What follows belongs to an exercise in optimizing a design on an open flow for small area; a production flow would make more cautious choices. Where RTL was checked, it was by simulation tests only, not by an equivalence proof against the original. The flow treats the clock pin as an ideal source. Dropping or thinning the clock tree relies on that and would not hold on a real chip. Power is estimated from default activity; no workload was simulated.

==> inputs of 12-19 <==
==> flow/design.v <==
module ADC_Aqu (
	input             adc_clk,
	input             rst,
	input             adc_dco,
	input      [7:0]  adc_da,
	input      [7:0]  adc_db,
	input      [15:0] decimation,
	output reg [7:0]  adc_data,
	output reg        decim_clk
);
reg  [15:0] cnt_n;
wire [16:0] cy;      
wire [16:0] bw;      
wire        gt = ~cy[16];
wire        clr = gt | rst;
assign cy[0] = 1'b1;
assign bw[0] = 1'b1;
genvar i;
generate for (i = 0; i < 16; i = i + 1) begin : bitc
	assign cy[i+1] = (cnt_n[i] & decimation[i]) | (cnt_n[i] & cy[i]) | (decimation[i] & cy[i]);
	assign bw[i+1] = bw[i] & ~cnt_n[i];
end endgenerate
always @(posedge adc_clk) begin
	cnt_n     <= clr ? 16'hffff : cnt_n ^ bw[15:0];
	decim_clk <= gt & ~rst;
	if (gt)
		adc_data <= adc_dco ? adc_da : adc_db;
end
endmodule
module Trigger (
	input            clk,
	input            en,
	input            rising,
	input      [7:0] data,
	input      [7:0] level,
	output reg       trig
);
reg  [119:0] win;
wire [7:0]   lb = {level[7], ~level[6:0]};
wire [10:0]  q;
wire [3:0]   e1, e3;
wire         c1, c3;
wire         lz  = ~|level[6:0];
wire         kle = level[7] | lz;     
wire         nkge = level[7];         
assign e1 = {rising & kle, rising ? ~kle : nkge, 1'b0, rising};
assign e3 = {~rising & kle, rising ? nkge : ~kle, 1'b0, ~rising};
always @(posedge clk) begin
	if (en) begin
		win  <= {~data[7], data[6:0], win[119:8]};
		trig <= (c1 ^ c3) & (c3 == rising);
	end
end
wire n1, n2, n3, n4, n6, n7, n9, n10, n12, n13, n15, n16, n18, n19, n20, n21, n22, n23, n25, n26, n28, n30, n31, n33, n34, n36, n37, n39, n41, n42, n44, n45, n47, n48, n50, n51, n53, n55, n56, n58, n59, n61, n62, n64, n65, n67, n68, n70, n71, n72, n74, n75, n77, n78, n80, n81, n83, n84, n86, n87, n88, n90, n91, n93, n94, n96, n97, n99, n100, n102, n103, n104, n106, n107, n109, n110, n112, n113, n115, n116, n118, n119, n120, n122, n123, n125, n126, n128, n129, n131, n132, n134, n135, n136, n138, n139, n141, n143, n144, n146, n147, n149, n150, n151, n153, n154, n156, n158, n159, n161, n162, n164, n165, n167, n169, n170, n172, n173, n175, n176, n178, n179, n181, n183, n184, n186, n187, n189, n190, n192, n193, n195, n196, n198, n199, n200, n202, n203, n205, n206, n208, n209, n211, n212, n214, n215, n216, n218, n219, n221, n222, n224, n225, n227, n228, n230, n231, n232, n234, n235, n237, n238, n240, n241, n243, n244, n246, n247, n248, n250, n251, n253, n254, n256, n257, n259, n260, n262, n263, n264, n266, n267, n269, n271, n272, n274, n275, n277;
assign n1 = lb[0] ^ lb[2];
assign n2 = lb[0] & lb[2];
TrigFA fa5 (.a(lb[1]), .b(lb[3]), .c(n2), .s(n3), .co(n4));
TrigFA fa8 (.a(lb[2]), .b(lb[4]), .c(n4), .s(n6), .co(n7));
TrigFA fa11 (.a(lb[3]), .b(lb[5]), .c(n7), .s(n9), .co(n10));
TrigFA fa14 (.a(lb[4]), .b(lb[6]), .c(n10), .s(n12), .co(n13));
TrigFA fa17 (.a(lb[5]), .b(lb[7]), .c(n13), .s(n15), .co(n16));
assign n18 = lb[6] ^ 1'b1 ^ n16;
assign n19 = (lb[6] & 1'b1) | (lb[6] & n16) | (1'b1 & n16);
assign n20 = lb[7] ^ 1'b1 ^ n19;
assign n21 = (lb[7] & 1'b1) | (lb[7] & n19) | (1'b1 & n19);
assign q[0] = lb[0];
assign q[1] = lb[1];
assign q[2] = n1;
assign q[3] = n3;
assign q[4] = n6;
assign q[5] = n9;
assign q[6] = n12;
assign q[7] = n15;
assign q[8] = n18;
assign q[9] = n20;
assign q[10] = n21;
TrigFA fa24 (.a(win[0]), .b(win[8]), .c(win[16]), .s(n22), .co(n23));
TrigFA fa27 (.a(win[24]), .b(win[32]), .c(e1[0]), .s(n25), .co(n26));
TrigMaj mj29 (.a(n22), .b(n25), .c(q[0]), .co(n28));
TrigFA fa32 (.a(win[1]), .b(win[9]), .c(win[17]), .s(n30), .co(n31));
TrigFA fa35 (.a(win[25]), .b(win[33]), .c(n23), .s(n33), .co(n34));
TrigFA fa38 (.a(n30), .b(n26), .c(n33), .s(n36), .co(n37));
TrigMaj mj40 (.a(q[1]), .b(n28), .c(n36), .co(n39));
TrigFA fa43 (.a(win[2]), .b(win[10]), .c(win[18]), .s(n41), .co(n42));
TrigFA fa46 (.a(win[26]), .b(win[34]), .c(e1[2]), .s(n44), .co(n45));
TrigFA fa49 (.a(n31), .b(n41), .c(n34), .s(n47), .co(n48));
TrigFA fa52 (.a(n44), .b(q[2]), .c(n37), .s(n50), .co(n51));
TrigMaj mj54 (.a(n47), .b(n39), .c(n50), .co(n53));
TrigFA fa57 (.a(win[3]), .b(win[11]), .c(win[19]), .s(n55), .co(n56));
TrigFA fa60 (.a(win[27]), .b(win[35]), .c(e1[3]), .s(n58), .co(n59));
TrigFA fa63 (.a(n42), .b(n55), .c(n45), .s(n61), .co(n62));
TrigFA fa66 (.a(n58), .b(q[3]), .c(n48), .s(n64), .co(n65));
TrigFA fa69 (.a(n61), .b(n51), .c(n64), .s(n67), .co(n68));
assign n70 = n53 & n67;
TrigFA fa73 (.a(win[4]), .b(win[12]), .c(win[20]), .s(n71), .co(n72));
TrigFA fa76 (.a(win[28]), .b(win[36]), .c(n56), .s(n74), .co(n75));
TrigFA fa79 (.a(n71), .b(n59), .c(n74), .s(n77), .co(n78));
TrigFA fa82 (.a(q[4]), .b(n62), .c(n77), .s(n80), .co(n81));
TrigFA fa85 (.a(n65), .b(n80), .c(n68), .s(n83), .co(n84));
assign n86 = n70 & n83;
TrigFA fa89 (.a(win[5]), .b(win[13]), .c(win[21]), .s(n87), .co(n88));
TrigFA fa92 (.a(win[29]), .b(win[37]), .c(n72), .s(n90), .co(n91));
TrigFA fa95 (.a(n87), .b(n75), .c(n90), .s(n93), .co(n94));
TrigFA fa98 (.a(q[5]), .b(n78), .c(n93), .s(n96), .co(n97));
TrigFA fa101 (.a(n81), .b(n96), .c(n84), .s(n99), .co(n100));
assign n102 = n86 & n99;
TrigFA fa105 (.a(win[6]), .b(win[14]), .c(win[22]), .s(n103), .co(n104));
TrigFA fa108 (.a(win[30]), .b(win[38]), .c(n88), .s(n106), .co(n107));
TrigFA fa111 (.a(n103), .b(n91), .c(n106), .s(n109), .co(n110));
TrigFA fa114 (.a(q[6]), .b(n94), .c(n109), .s(n112), .co(n113));
TrigFA fa117 (.a(n97), .b(n112), .c(n100), .s(n115), .co(n116));
assign n118 = n102 & n115;
TrigFA fa121 (.a(win[7]), .b(win[15]), .c(win[23]), .s(n119), .co(n120));
TrigFA fa124 (.a(win[31]), .b(win[39]), .c(n104), .s(n122), .co(n123));
TrigFA fa127 (.a(n119), .b(n107), .c(n122), .s(n125), .co(n126));
TrigFA fa130 (.a(q[7]), .b(n110), .c(n125), .s(n128), .co(n129));
TrigFA fa133 (.a(n113), .b(n128), .c(n116), .s(n131), .co(n132));
assign n134 = n118 & n131;
TrigFA fa137 (.a(n120), .b(n123), .c(q[8]), .s(n135), .co(n136));
TrigFA fa140 (.a(n126), .b(n135), .c(n129), .s(n138), .co(n139));
TrigMaj mj142 (.a(n138), .b(n132), .c(n134), .co(n141));
TrigFA fa145 (.a(q[9]), .b(n136), .c(n139), .s(n143), .co(n144));
assign n146 = n143 & n141;
TrigMaj mj148 (.a(q[10]), .b(n144), .c(n146), .co(n147));
assign n149 = 1'b1 & n147;
TrigFA fa152 (.a(win[80]), .b(win[88]), .c(win[96]), .s(n150), .co(n151));
TrigFA fa155 (.a(win[104]), .b(win[112]), .c(e3[0]), .s(n153), .co(n154));
TrigMaj mj157 (.a(n150), .b(n153), .c(q[0]), .co(n156));
TrigFA fa160 (.a(win[81]), .b(win[89]), .c(win[97]), .s(n158), .co(n159));
TrigFA fa163 (.a(win[105]), .b(win[113]), .c(n151), .s(n161), .co(n162));
TrigFA fa166 (.a(n158), .b(n154), .c(n161), .s(n164), .co(n165));
TrigMaj mj168 (.a(q[1]), .b(n156), .c(n164), .co(n167));
TrigFA fa171 (.a(win[82]), .b(win[90]), .c(win[98]), .s(n169), .co(n170));
TrigFA fa174 (.a(win[106]), .b(win[114]), .c(e3[2]), .s(n172), .co(n173));
TrigFA fa177 (.a(n159), .b(n169), .c(n162), .s(n175), .co(n176));
TrigFA fa180 (.a(n172), .b(q[2]), .c(n165), .s(n178), .co(n179));
TrigMaj mj182 (.a(n175), .b(n167), .c(n178), .co(n181));
TrigFA fa185 (.a(win[83]), .b(win[91]), .c(win[99]), .s(n183), .co(n184));
TrigFA fa188 (.a(win[107]), .b(win[115]), .c(e3[3]), .s(n186), .co(n187));
TrigFA fa191 (.a(n170), .b(n183), .c(n173), .s(n189), .co(n190));
TrigFA fa194 (.a(n186), .b(q[3]), .c(n176), .s(n192), .co(n193));
TrigFA fa197 (.a(n189), .b(n179), .c(n192), .s(n195), .co(n196));
assign n198 = n181 & n195;
TrigFA fa201 (.a(win[84]), .b(win[92]), .c(win[100]), .s(n199), .co(n200));
TrigFA fa204 (.a(win[108]), .b(win[116]), .c(n184), .s(n202), .co(n203));
TrigFA fa207 (.a(n199), .b(n187), .c(n202), .s(n205), .co(n206));
TrigFA fa210 (.a(q[4]), .b(n190), .c(n205), .s(n208), .co(n209));
TrigFA fa213 (.a(n193), .b(n208), .c(n196), .s(n211), .co(n212));
assign n214 = n198 & n211;
TrigFA fa217 (.a(win[85]), .b(win[93]), .c(win[101]), .s(n215), .co(n216));
TrigFA fa220 (.a(win[109]), .b(win[117]), .c(n200), .s(n218), .co(n219));
TrigFA fa223 (.a(n215), .b(n203), .c(n218), .s(n221), .co(n222));
TrigFA fa226 (.a(q[5]), .b(n206), .c(n221), .s(n224), .co(n225));
TrigFA fa229 (.a(n209), .b(n224), .c(n212), .s(n227), .co(n228));
assign n230 = n214 & n227;
TrigFA fa233 (.a(win[86]), .b(win[94]), .c(win[102]), .s(n231), .co(n232));
TrigFA fa236 (.a(win[110]), .b(win[118]), .c(n216), .s(n234), .co(n235));
TrigFA fa239 (.a(n231), .b(n219), .c(n234), .s(n237), .co(n238));
TrigFA fa242 (.a(q[6]), .b(n222), .c(n237), .s(n240), .co(n241));
TrigFA fa245 (.a(n225), .b(n240), .c(n228), .s(n243), .co(n244));
assign n246 = n230 & n243;
TrigFA fa249 (.a(win[87]), .b(win[95]), .c(win[103]), .s(n247), .co(n248));
TrigFA fa252 (.a(win[111]), .b(win[119]), .c(n232), .s(n250), .co(n251));
TrigFA fa255 (.a(n247), .b(n235), .c(n250), .s(n253), .co(n254));
TrigFA fa258 (.a(q[7]), .b(n238), .c(n253), .s(n256), .co(n257));
TrigFA fa261 (.a(n241), .b(n256), .c(n244), .s(n259), .co(n260));
assign n262 = n246 & n259;
TrigFA fa265 (.a(n248), .b(n251), .c(q[8]), .s(n263), .co(n264));
TrigFA fa268 (.a(n254), .b(n263), .c(n257), .s(n266), .co(n267));
TrigMaj mj270 (.a(n266), .b(n260), .c(n262), .co(n269));
TrigFA fa273 (.a(q[9]), .b(n264), .c(n267), .s(n271), .co(n272));
assign n274 = n271 & n269;
TrigMaj mj276 (.a(q[10]), .b(n272), .c(n274), .co(n275));
assign n277 = 1'b1 & n275;
assign c1 = n149;
assign c3 = n277;
endmodule
module TrigFA (input a, input b, input c, output s, output co);
assign s  = a ^ b ^ c;
assign co = (a & b) | (a & c) | (b & c);
endmodule
module TrigMaj (input a, input b, input c, output co);
assign co = (a & b) | (a & c) | (b & c);
endmodule
module probe_trigger (
	input  wire        clk,
	input  wire        rst,
	input  wire        adc_dco,
	input  wire [7:0]  adc_da,
	input  wire [7:0]  adc_db,
	input  wire [15:0] decimation,
	input  wire [7:0]  level,
	input  wire        rising,
	output wire [7:0]  adc_data,
	output wire        decim_strobe,
	output wire        trig
);
ADC_Aqu ADC_A (
	.adc_clk(clk), .rst(rst), .adc_dco(adc_dco), .adc_da(adc_da), .adc_db(adc_db),
	.decimation(decimation), .adc_data(adc_data), .decim_clk(decim_strobe));
Trigger trigger (
	.clk(clk), .en(decim_strobe), .rising(rising), .data(adc_data), .level(level),
	.trig(trig));
endmodule
==> flow/run.sh <==
#!/bin/bash
# synth_recipe.tcl (not shown) runs the flow's synth.tcl, then flattens the netlist and writes it again
# the make line also repeats each setting of config.mk as NAME=value (left out here)
make -C /OpenROAD-flow-scripts/flow DESIGN_CONFIG=/design/flow/config.mk WORK_HOME=/design/flow/orfs CLKGATE_MAP_FILE= SYNTH_SCRIPT=/design/flow/synth_recipe.tcl finish
==> flow/config.mk <==
export PLATFORM = sky130hd
export DESIGN_NAME = probe_trigger
export DESIGN_NICKNAME = probe_trigger
export VERILOG_FILES = /design/flow/design.v
export SDC_FILE = /design/flow/constraint.sdc
export NUM_CORES = 4
export LEC_CHECK = 0
export ABC_AREA = 1
export CAP_MARGIN = 20
export CORE_MARGIN = 2
export CORE_UTILIZATION = 65
export CTS_BUF_LIST = sky130_fd_sc_hd__clkbuf_4
export PLACE_DENSITY = 0.75
export SLEW_MARGIN = 20
export SYNTH_HIERARCHICAL = 1
==> flow/constraint.sdc <==
create_clock -name core_clock -period 13.0 [get_ports {clk}]
set_input_delay 2.6000 -clock core_clock [delete_from_list [all_inputs] [get_ports {clk}]]
set_output_delay 2.6000 -clock core_clock [all_outputs]
set_load 0.01 [all_outputs]
==> 01-09 (differences from 12-19) <==
--- a/flow/design.v
+++ b/flow/design.v
@@ -12,15 +12,23 @@
 wire [16:0] cy;      
-wire [16:0] bw;      
-wire        gt = ~cy[16];
-wire        clr = gt | rst;
-assign cy[0] = 1'b1;
-assign bw[0] = 1'b1;
+wire [16:0] bo;      
+wire [15:0] cnt_d;
+wire        gt   = ~cy[16];
+wire        nclr = cy[16] & ~rst;
+assign cy[1]    = cnt_n[0] | decimation[0];
+assign cnt_d[0] = ~(nclr & cnt_n[0]);
+assign bo[1]    = cnt_n[0];
 genvar i;
-generate for (i = 0; i < 16; i = i + 1) begin : bitc
-	assign cy[i+1] = (cnt_n[i] & decimation[i]) | (cnt_n[i] & cy[i]) | (decimation[i] & cy[i]);
-	assign bw[i+1] = bw[i] & ~cnt_n[i];
+generate for (i = 1; i < 16; i = i + 1) begin : bitc
+	CntMaj cmp (.a(cnt_n[i]), .b(decimation[i]), .c(cy[i]), .co(cy[i+1]));
+	if (i % 2) begin : odd
+		CntDB db (.k(cnt_n[i]), .nb(bo[i]), .nclr(nclr), .d(cnt_d[i]));
+		CntBB bb (.k(cnt_n[i]), .nb(bo[i]), .bwo(bo[i+1]));
+	end else begin : even
+		CntDA da (.k(cnt_n[i]), .bw(bo[i]), .nclr(nclr), .d(cnt_d[i]));
+		CntBA ba (.k(cnt_n[i]), .bw(bo[i]), .nbo(bo[i+1]));
+	end
 end endgenerate
 always @(posedge adc_clk) begin
-	cnt_n     <= clr ? 16'hffff : cnt_n ^ bw[15:0];
-	decim_clk <= gt & ~rst;
+	cnt_n     <= cnt_d;
+	decim_clk <= ~(cy[16] | rst);
 	if (gt)
@@ -28,2 +36,17 @@
 end
+endmodule
+module CntMaj (input a, input b, input c, output co);
+assign co = (a & b) | (a & c) | (b & c);
+endmodule
+module CntDA (input k, input bw, input nclr, output d);
+assign d = ~(nclr & ~(k ^ bw));
+endmodule
+module CntDB (input k, input nb, input nclr, output d);
+assign d = ~(nclr & (k ^ nb));
+endmodule
+module CntBA (input k, input bw, output nbo);
+assign nbo = k | ~bw;
+endmodule
+module CntBB (input k, input nb, output bwo);
+assign bwo = ~(nb | k);
 endmodule
==> flow/flow/run.sh (new file) <==
#!/bin/bash
set -euo pipefail
export BUFFER_PORTS_ARGS="-buffer_cell sky130_fd_sc_hd__buf_1"
export CTS_ARGS="-sink_clustering_enable -repair_clock_nets -buf_list sky130_fd_sc_hd__clkbuf_8 -dont_use_dummy_load -sink_clustering_size 25 -sink_clustering_max_diameter 80"
bash standard.sh synth > log_synth.txt 2>&1
bash standard.sh finish > log_finish.txt 2>&1
==> flow/standard.sh (new file) <==
#!/bin/bash
# synth_recipe.tcl (not shown) runs the flow's synth.tcl, then flattens the netlist and writes it again
# the make line also repeats each setting of config.mk as NAME=value (left out here)
make -C /OpenROAD-flow-scripts/flow DESIGN_CONFIG=/design/flow/config.mk WORK_HOME=/design/flow/orfs CLKGATE_MAP_FILE= SYNTH_SCRIPT=/design/flow/synth_recipe.tcl "${@:-finish}"
ABC_AREA = unset   (was 1)
CTS_BUF_LIST = sky130_fd_sc_hd__clkbuf_8   (was sky130_fd_sc_hd__clkbuf_4)
removed: flow/run.sh
==> 01-28 (differences from 12-19) <==
--- a/flow/design.v
+++ b/flow/design.v
@@ -12,15 +12,23 @@
 wire [16:0] cy;      
-wire [16:0] bw;      
-wire        gt = ~cy[16];
-wire        clr = gt | rst;
-assign cy[0] = 1'b1;
-assign bw[0] = 1'b1;
+wire [16:0] bo;      
+wire [15:0] cnt_d;
+wire        gt   = ~cy[16];
+wire        nclr = cy[16] & ~rst;
+assign cy[1]    = cnt_n[0] | decimation[0];
+assign cnt_d[0] = ~(nclr & cnt_n[0]);
+assign bo[1]    = cnt_n[0];
 genvar i;
-generate for (i = 0; i < 16; i = i + 1) begin : bitc
-	assign cy[i+1] = (cnt_n[i] & decimation[i]) | (cnt_n[i] & cy[i]) | (decimation[i] & cy[i]);
-	assign bw[i+1] = bw[i] & ~cnt_n[i];
+generate for (i = 1; i < 16; i = i + 1) begin : bitc
+	CntMaj cmp (.a(cnt_n[i]), .b(decimation[i]), .c(cy[i]), .co(cy[i+1]));
+	if (i % 2) begin : odd
+		CntDB db (.k(cnt_n[i]), .nb(bo[i]), .nclr(nclr), .d(cnt_d[i]));
+		CntBB bb (.k(cnt_n[i]), .nb(bo[i]), .bwo(bo[i+1]));
+	end else begin : even
+		CntDA da (.k(cnt_n[i]), .bw(bo[i]), .nclr(nclr), .d(cnt_d[i]));
+		CntBA ba (.k(cnt_n[i]), .bw(bo[i]), .nbo(bo[i+1]));
+	end
 end endgenerate
 always @(posedge adc_clk) begin
-	cnt_n     <= clr ? 16'hffff : cnt_n ^ bw[15:0];
-	decim_clk <= gt & ~rst;
+	cnt_n     <= cnt_d;
+	decim_clk <= ~(cy[16] | rst);
 	if (gt)
@@ -28,2 +36,17 @@
 end
+endmodule
+module CntMaj (input a, input b, input c, output co);
+assign co = (a & b) | (a & c) | (b & c);
+endmodule
+module CntDA (input k, input bw, input nclr, output d);
+assign d = ~(nclr & ~(k ^ bw));
+endmodule
+module CntDB (input k, input nb, input nclr, output d);
+assign d = ~(nclr & (k ^ nb));
+endmodule
+module CntBA (input k, input bw, output nbo);
+assign nbo = k | ~bw;
+endmodule
+module CntBB (input k, input nb, output bwo);
+assign bwo = ~(nb | k);
 endmodule
==> flow/flow/run.sh (new file) <==
#!/bin/bash
set -euo pipefail
F=$PWD/flow
export POST_SYNTH_TCL=$F/downsize.tcl
export PRE_CTS_TCL=$F/cts.tcl
export CTS_LEAVES=8 CTS_ROOTS=2
export CTS_LEAF_CELL=sky130_fd_sc_hd__clkbuf_8 CTS_ROOT_CELL=sky130_fd_sc_hd__clkbuf_4
export BUFFER_PORTS_ARGS="-buffer_cell sky130_fd_sc_hd__buf_1"
bash standard.sh synth > log_synth.txt 2>&1
bash standard.sh finish > log_finish.txt 2>&1
==> flow/flow/cts.tcl (new file) <==
rename clock_tree_synthesis tritoncts_unused

proc cts_env {name default} {
  if {[info exists ::env($name)] && $::env($name) ne ""} { return $::env($name) }
  return $default
}

proc cts_split {items k} {
  # split a list of {obj x y} into k groups of near-equal size, cutting
  # each time along the wider extent
  if {$k <= 1} { return [list $items] }
  set xs [lsort -integer -index 1 $items]
  set ys [lsort -integer -index 2 $items]
  set dx [expr {[lindex $xs end 1] - [lindex $xs 0 1]}]
  set dy [expr {[lindex $ys end 2] - [lindex $ys 0 2]}]
  set s [expr {$dx >= $dy ? $xs : $ys}]
  set k1 [expr {$k / 2}]
  set k2 [expr {$k - $k1}]
  set n1 [expr {([llength $s] * $k1 + $k / 2) / $k}]
  return [concat [cts_split [lrange $s 0 [expr {$n1 - 1}]] $k1] \
                 [cts_split [lrange $s $n1 end] $k2]]
}

proc cts_centroid {items} {
  set sx 0; set sy 0
  foreach s $items { incr sx [lindex $s 1]; incr sy [lindex $s 2] }
  return [list [expr {$sx / [llength $items]}] [expr {$sy / [llength $items]}]]
}

proc cts_buffer {name cell driver_net loads x y} {
  # loads: list of {iterm x y}; returns the new buffer's input as {iterm x y}
  set block [ord::get_db_block]
  set master [[ord::get_db] findMaster $cell]
  set buf [odb::dbInst_create $block $master $name]
  set net [odb::dbNet_create $block ${name}_net]
  $net setSigType CLOCK
  foreach s $loads { set it [lindex $s 0]; $it disconnect; $it connect $net }
  if {$driver_net ne ""} { [$buf findITerm A] connect $driver_net }
  [$buf findITerm X] connect $net
  $buf setLocation $x $y
  $buf setPlacementStatus PLACED
  puts "cts.tcl: $name ($cell) drives [llength $loads] pins at ($x, $y)"
  return [list [$buf findITerm A] $x $y]
}

proc clock_tree_synthesis {args} {
  set nleaf [cts_env CTS_LEAVES 8]
  set nroot [cts_env CTS_ROOTS 2]
  set leafcell [cts_env CTS_LEAF_CELL sky130_fd_sc_hd__clkbuf_8]
  set rootcell [cts_env CTS_ROOT_CELL sky130_fd_sc_hd__clkbuf_8]
  set block [ord::get_db_block]
  set clk [$block findNet clk]
  set sinks {}
  foreach it [$clk getITerms] {
    set b [[$it getInst] getBBox]
    lappend sinks [list $it [expr {([$b xMin] + [$b xMax]) / 2}] [expr {([$b yMin] + [$b yMax]) / 2}]]
  }
  set leaves {}
  set l 0
  foreach g [cts_split $sinks $nleaf] {
    lassign [cts_centroid $g] x y
    lappend leaves [cts_buffer clkleaf_$l $leafcell "" $g $x $y]
    incr l
  }
  set r 0
  foreach g [cts_split $leaves $nroot] {
    lassign [cts_centroid $g] x y
    cts_buffer clkroot_$r $rootcell $clk $g $x $y
    incr r
  }
  $clk setSigType CLOCK
  set_propagated_clock [all_clocks]
}
==> flow/flow/downsize.tcl (new file) <==
# POST_SYNTH hook: set every cell to the smallest drive strength of its
# function (same cell name up to the _N suffix). Timing has several ns of
# slack; the later repair steps upsize whatever needs it for slew or load.
set db [ord::get_db]
set block [ord::get_db_block]
set n 0
foreach inst [$block getInsts] {
  set m [[$inst getMaster] getName]
  if {![regexp {^(sky130_fd_sc_hd__[a-z0-9]+)_([0-9]+)$} $m -> base sz]} { continue }
  foreach s {0 1 2} {
    if {$s >= $sz} { break }
    set cand [$db findMaster ${base}_$s]
    if {$cand != "NULL" && $cand != ""} {
      if {[$inst swapMaster $cand]} { incr n }
      break
    }
  }
}
puts "downsize.tcl: swapped $n cells to a smaller drive strength"
==> flow/standard.sh (new file) <==
#!/bin/bash
# synth_recipe.tcl (not shown) runs the flow's synth.tcl, then flattens the netlist and writes it again
# the make line also repeats each setting of config.mk as NAME=value (left out here)
make -C /OpenROAD-flow-scripts/flow DESIGN_CONFIG=/design/flow/config.mk WORK_HOME=/design/flow/orfs CLKGATE_MAP_FILE= SYNTH_SCRIPT=/design/flow/synth_recipe.tcl "${@:-finish}"
ABC_AREA = unset   (was 1)
CORE_UTILIZATION = 80   (was 65)
CTS_BUF_LIST = unset   (was sky130_fd_sc_hd__clkbuf_4)
PLACE_DENSITY = 0.9   (was 0.75)
removed: flow/run.sh
==> 09-01 (differences from 12-19) <==
--- a/flow/design.v
+++ b/flow/design.v
@@ -12,15 +12,23 @@
 wire [16:0] cy;      
-wire [16:0] bw;      
-wire        gt = ~cy[16];
-wire        clr = gt | rst;
-assign cy[0] = 1'b1;
-assign bw[0] = 1'b1;
+wire [16:0] bo;      
+wire [15:0] cnt_d;
+wire        gt   = ~cy[16];
+wire        nclr = cy[16] & ~rst;
+assign cy[1]    = cnt_n[0] | decimation[0];
+assign cnt_d[0] = ~(nclr & cnt_n[0]);
+assign bo[1]    = cnt_n[0];
 genvar i;
-generate for (i = 0; i < 16; i = i + 1) begin : bitc
-	assign cy[i+1] = (cnt_n[i] & decimation[i]) | (cnt_n[i] & cy[i]) | (decimation[i] & cy[i]);
-	assign bw[i+1] = bw[i] & ~cnt_n[i];
+generate for (i = 1; i < 16; i = i + 1) begin : bitc
+	CntMaj cmp (.a(cnt_n[i]), .b(decimation[i]), .c(cy[i]), .co(cy[i+1]));
+	if (i % 2) begin : odd
+		CntDB db (.k(cnt_n[i]), .nb(bo[i]), .nclr(nclr), .d(cnt_d[i]));
+		CntBB bb (.k(cnt_n[i]), .nb(bo[i]), .bwo(bo[i+1]));
+	end else begin : even
+		CntDA da (.k(cnt_n[i]), .bw(bo[i]), .nclr(nclr), .d(cnt_d[i]));
+		CntBA ba (.k(cnt_n[i]), .bw(bo[i]), .nbo(bo[i+1]));
+	end
 end endgenerate
 always @(posedge adc_clk) begin
-	cnt_n     <= clr ? 16'hffff : cnt_n ^ bw[15:0];
-	decim_clk <= gt & ~rst;
+	cnt_n     <= cnt_d;
+	decim_clk <= ~(cy[16] | rst);
 	if (gt)
@@ -28,2 +36,17 @@
 end
+endmodule
+module CntMaj (input a, input b, input c, output co);
+assign co = (a & b) | (a & c) | (b & c);
+endmodule
+module CntDA (input k, input bw, input nclr, output d);
+assign d = ~(nclr & ~(k ^ bw));
+endmodule
+module CntDB (input k, input nb, input nclr, output d);
+assign d = ~(nclr & (k ^ nb));
+endmodule
+module CntBA (input k, input bw, output nbo);
+assign nbo = k | ~bw;
+endmodule
+module CntBB (input k, input nb, output bwo);
+assign bwo = ~(nb | k);
 endmodule
ABC_AREA = unset   (was 1)
CTS_BUF_LIST = sky130_fd_sc_hd__clkbuf_8   (was sky130_fd_sc_hd__clkbuf_4)
==> notes <==
01-28 ran to the end with no violations. 12-19 completed with no timing, DRC or antenna violations. 09-01 finished with timing, DRC and antenna clean. 01-09 finished clean.
Global-route usage, highest first: 01-28, 12-19, 09-01, 01-09.
Between 01-28 and 01-09, the lower clock skew is in 01-28 (gap 12 ps).
Of 01-09 and 12-19, 12-19 has the higher synthesized cell count (gap about 20%, measured against 12-19).
Between 12-19 and 09-01, the lower total power is in 09-01 (gap about 1.4%, measured against 09-01).
In 09-01 the cell area is larger than in 01-28, by 9.5%.
Hold slack, highest first: 12-19, 01-28, 09-01, 01-09.
Worst setup slack: 01-28 < 09-01 < 01-09 < 12-19.
==> figures <==
| metric | 09-01 | 01-28 | 01-09 | 12-19 |
|---|---|---|---|---|
| Outcome | complete, no violations | complete, no violations | complete, no violations | complete, no violations |
| GRT Total Usage | 20.0% | 24.5% | 19.2% | 21.5% |
| Post-synthesis adder-cell area fraction | 28.3% | - | 28.3% | 25.6% |
| Footprint of the multi-input gates | 2430 µm² | 2370 µm² | 2430 µm² | 2550 µm² |
| Total via count after detailed routing | 2997 | 3040 | 2927 | 3501 |
| Clock share of power | 35.5% | 24.1% | 30.0% | 35.1% |
| Cell internal pwr | 0.703 mW | 0.605 mW | 0.658 mW | 0.726 mW |
| Max H-tree Level | 4 | - | 4 | 4 |
| Sequential element share of the synthesized area | 62.8% | - | 62.8% | 60.2% |
| Most used standard cell by instance count after synthesis | edfxtp_1 | - | edfxtp_1 | edfxtp_1 |
| CTS Root Buffer Type | clkbuf_8 | - | clkbuf_8 | clkbuf_4 |
| Cell area after placement | 7410 µm² | 6980 µm² | 7080 µm² | 7680 µm² |
| Floorplan row count | 37 | 33 | 37 | 37 |
| Largest fanout on the critical path | 8 | 8 | 8 | 6 |
| Number of vias per cell after detailed routing | 5.29 | 5.91 | 5.30 | 5.34 |
| Number of synthesized flops with an enable pin | 129 | - | 129 | 129 |
For 12-19, only the layout was checked, not whether the RTL still works. The clock cells of 01-28 come from the design's own scripts or RTL, not from TritonCTS.

==> re-timing with driven ports <==
Ports are ideal in the flow. The routed layouts listed here were re-timed in OpenROAD.
Step 1, drivers: a clkbuf_16 drives clk and a buf_2 each remaining input, both assumed.
Step 2 also shifts input and output timing later by t, the mid clock arrival at the registers, as if the neighbouring blocks saw the same clock.
a / b / c = ideal ports / drivers / drivers and shift; a / b = the first two.
run	t, ns	setup WS [ns]	hold WS [ns]	latest minus earliest clock arrival (ns)	pins driven straight from the clock port
12-19	0.550	5.651 / 5.661 / 5.110	0.422 / 0.422 / 0.422	0.016 / 0.017	1
01-09	0.451	5.231 / 5.244 / 4.794	0.398 / 0.398 / 0.398	0.026 / 0.027	1
01-28	0.407	4.407 / 4.426 / 4.019	0.421 / 0.421 / 0.421	0.016 / 0.016	2
09-01	0.483	4.915 / 4.929 / 4.446	0.416 / 0.416 / 0.416	0.013 / 0.013	1
After both steps every run listed still meets setup and hold. The setup slack of 12-19, which loses most, moves by +0.010 ns with the drivers and by -0.541 ns with both steps.
